This is an optimization exercise on Yosys and OpenROAD, whose aim is small area and a short achievable clock period, not a production implementation. The RTL was checked by simulation tests, not by an equivalence proof against the original design.

Design DLL_RX_TOP, start of the top module:
module DLL_RX_TOP (
    input  wire         clk,
    input  wire         rst,
    input  wire         DL_Down,
    input  wire [127:0] I_DLL,
    input  wire         In_vld,
    input  wire [5:0]   In_len,
    input  wire         In_end,
    input  wire         In_type,
    input  wire         initiate_ack,
    input  wire         initiate_nak,
    output wire [127:0] Data_o,
    output wire         Data_vld,
    output wire         Data_end,
    output wire [5:0]   Data_len,
    output wire [11:0]  req_seq_num,
    output wire         schedule_ack,
    output wire         NAK_SCHEDULED,
    output wire         CRC_CHK_vld_dllp,
    output wire         ack_nak_time_out
);
==> flow/config.mk <==
export PLATFORM = sky130hd
export DESIGN_NAME = DLL_RX_TOP
export DESIGN_NICKNAME = DLL_RX_TOP
export VERILOG_FILES = /design/flow/design.v
export SDC_FILE = /design/flow/constraint.sdc
export NUM_CORES = 4
export LEC_CHECK = 0
export CAP_MARGIN = 20
export CORE_MARGIN = 2
export CORE_UTILIZATION = 40
export CTS_BUF_LIST = sky130_fd_sc_hd__clkbuf_8
export CTS_CLUSTER_DIAMETER = 100
export CTS_CLUSTER_SIZE = 14
export SLEW_MARGIN = 20
==> flow/constraint.sdc <==
create_clock -name core_clock -period 40.0 [get_ports {clk}]
set_input_delay 8.0000 -clock core_clock [delete_from_list [all_inputs] [get_ports {clk}]]
set_output_delay 8.0000 -clock core_clock [all_outputs]
set_load 0.01 [all_outputs]
standard.sh (not shown) runs the stock make flow with config.mk's settings and CLKGATE_MAP_FILE= SYNTH_SCRIPT=/design/flow/synth_recipe.tcl, a recipe that flattens the netlist after the stock synthesis.
==> flow/flow/run.sh <==
#!/bin/bash
# The standard ORFS layout (standard.sh, with the standard flow's own synthesis), with
# these changes:
#  - after synthesis, flow/netlist_edit.py splits each xor3/xnor3 cell into two
#    2-input cells and sets upsized combinational cells back to size 1 (same
#    netlist structure and registers; the layout's repair steps resize);
#  - ports are buffered with sky130_fd_sc_hd__buf_1 instead of the resizer's
#    default choice (a delay cell);
#  - after global routing, repair_timing -recover_power 100 downsizes
#    gates off the critical path;
#  - repair_timing aims for 22 ns of setup slack, so it speeds up the
#    combinational DLLP check from the I_DLL ports to CRC_CHK_vld_dllp.
# ORFS writes each step's log under orfs/logs; make's output goes to
# synth.log and standard.log, the netlist edit's to netlist_edit.log.
set -eo pipefail
ARGS=(BUFFER_PORTS_ARGS="-buffer_cell sky130_fd_sc_hd__buf_1" SETUP_SLACK_MARGIN=22 RECOVER_POWER=100)
RES=$PWD/orfs/results/$FLOW_PLATFORM/DLL_RX_TOP/base
bash standard.sh "${ARGS[@]}" synth > synth.log 2>&1
cp $RES/1_2_yosys.v $RES/1_2_yosys.orig.v
python3 flow/netlist_edit.py $RES/1_2_yosys.v \
  $FLOW_HOME/platforms/$FLOW_PLATFORM/lib/sky130_fd_sc_hd__tt_025C_1v80.lib > netlist_edit.log 2>&1
rm -f $RES/1_synth.odb $RES/1_synth.sdc
bash standard.sh "${ARGS[@]}" finish > standard.log 2>&1
Other scripts of this flow, unchanged in this note and not shown: flow/flow/netlist_edit.py
The baseline reached the layout checks and failed them: capacitance limit, slew limit.
Next try:
--- a/flow/flow/run.sh
+++ b/flow/flow/run.sh
@@ -8,4 +8,2 @@
 #    default choice (a delay cell);
-#  - after global routing, repair_timing -recover_power 100 downsizes
-#    gates off the critical path;
 #  - repair_timing aims for 22 ns of setup slack, so it speeds up the
@@ -15,3 +13,3 @@
 set -eo pipefail
-ARGS=(BUFFER_PORTS_ARGS="-buffer_cell sky130_fd_sc_hd__buf_1" SETUP_SLACK_MARGIN=22 RECOVER_POWER=100)
+ARGS=(BUFFER_PORTS_ARGS="-buffer_cell sky130_fd_sc_hd__buf_1" SETUP_SLACK_MARGIN=22)
 RES=$PWD/orfs/results/$FLOW_PLATFORM/DLL_RX_TOP/base
What happened: With this change the flow ran to the end with no violations. Fmax grows by about 7%. Utilization is higher by 0.59 points. Via count shrinks by about 0.44%. Global-route usage does not change. Critical path depth went up by 1. Area after synthesis stays the same. Die area stays the same.
Next try:
--- a/flow/flow/run.sh
+++ b/flow/flow/run.sh
@@ -1,4 +1,7 @@
 #!/bin/bash
-# The standard ORFS layout (standard.sh, with the standard flow's own synthesis), with
-# these changes:
+# The standard ORFS layout (standard.sh), with these changes:
+#  - synthesis (hierarchical, SYNTH_HIERARCHICAL 1 in config.mk, then
+#    flattened by synth_recipe.tcl) maps the CRC XOR-network modules with the
+#    standard ABC script and the rest with an area-oriented one
+#    (flow/synth.tcl, flow/abc_area.script);
 #  - after synthesis, flow/netlist_edit.py splits each xor3/xnor3 cell into two
@@ -13,3 +16,6 @@
 set -eo pipefail
-ARGS=(BUFFER_PORTS_ARGS="-buffer_cell sky130_fd_sc_hd__buf_1" SETUP_SLACK_MARGIN=22)
+export FLOW_DIR=$PWD/flow
+export FLOW_SYNTH_TCL=$PWD/synth_recipe.tcl
+export ABC_SPEED_MODULES="lcrc_lo lcrc_hs lcrc_fin CRC_CHK"
+ARGS=(SYNTH_SCRIPT=$PWD/flow/synth.tcl BUFFER_PORTS_ARGS="-buffer_cell sky130_fd_sc_hd__buf_1" SETUP_SLACK_MARGIN=22)
 RES=$PWD/orfs/results/$FLOW_PLATFORM/DLL_RX_TOP/base
==> flow/flow/abc_area.script (new file) <==
&get -n
&st
&dch
&nf -R 1000
&put
==> flow/flow/synth.tcl (new file) <==
# The standard flow's synthesis script (synth_recipe.tcl, unchanged) with one change to the
# ABC mapping: the modules listed in ABC_SPEED_MODULES (the XOR networks of
# the CRC checks) are mapped with the standard script, as in the standard flow's own
# synthesis, and everything else with flow/abc_area.script (area-oriented).
# Registers are mapped before ABC and are not affected.
proc abc {args} {
  set i [lsearch -exact $args -script]
  set speed $args
  lset args [expr {$i + 1}] $::env(FLOW_DIR)/abc_area.script
  if {[info exists ::env(ABC_SPEED_MODULES)] && $::env(ABC_SPEED_MODULES) ne ""} {
    foreach m $::env(ABC_SPEED_MODULES) { yosys abc {*}$speed $m }
  }
  yosys abc {*}$args
}
source $::env(FLOW_SYNTH_TCL)
--- a/flow/config.mk
+++ b/flow/config.mk
@@ -14 +14,2 @@
 export SLEW_MARGIN = 20
+export SYNTH_HIERARCHICAL = 1
Effect:
- worst setup slack is worse by 0.027 ns
- register-to-register slack is better by 0.10 ns
- first-iteration DRC count grows by 19%

==> re-timing with driven ports <==
No port has a modelled driver above. Below, the same layouts with a new extraction and two added sets of constraints.
Step 1: set_driving_cell puts a clkbuf_16 on clk and a buf_2 on each other input, an assumption about the parent block.
Step 2 times the ports against the registers' clock, not the clock port: input delays grow and output delays shrink by t, the midpoint of the rising clock arrivals with the driver on.
a / b / c = no drivers / after step 1 / after step 2; a / b = the first two.
run | t (ns) | slack for setup (ns) | hold WS [ns] | latest minus earliest clock arrival (ns) | worst data-port slew with drivers (ns)
the first run | 0.809 | 20.460 / 20.432 / 20.432 | 0.458 / 0.458 / 0.458 | 0.093 / 0.093 | 0.08
the second run | 0.809 | 21.784 / 21.744 / 21.744 | 0.458 / 0.458 / 0.458 | 0.099 / 0.100 | 0.07
the third run | 0.799 | 21.756 / 21.723 / 21.723 | 0.459 / 0.459 / 0.459 | 0.080 / 0.079 | 0.10
The setup slack of the second run, which loses most, moves by -0.040 ns with the drivers and by -0.040 ns with both steps.
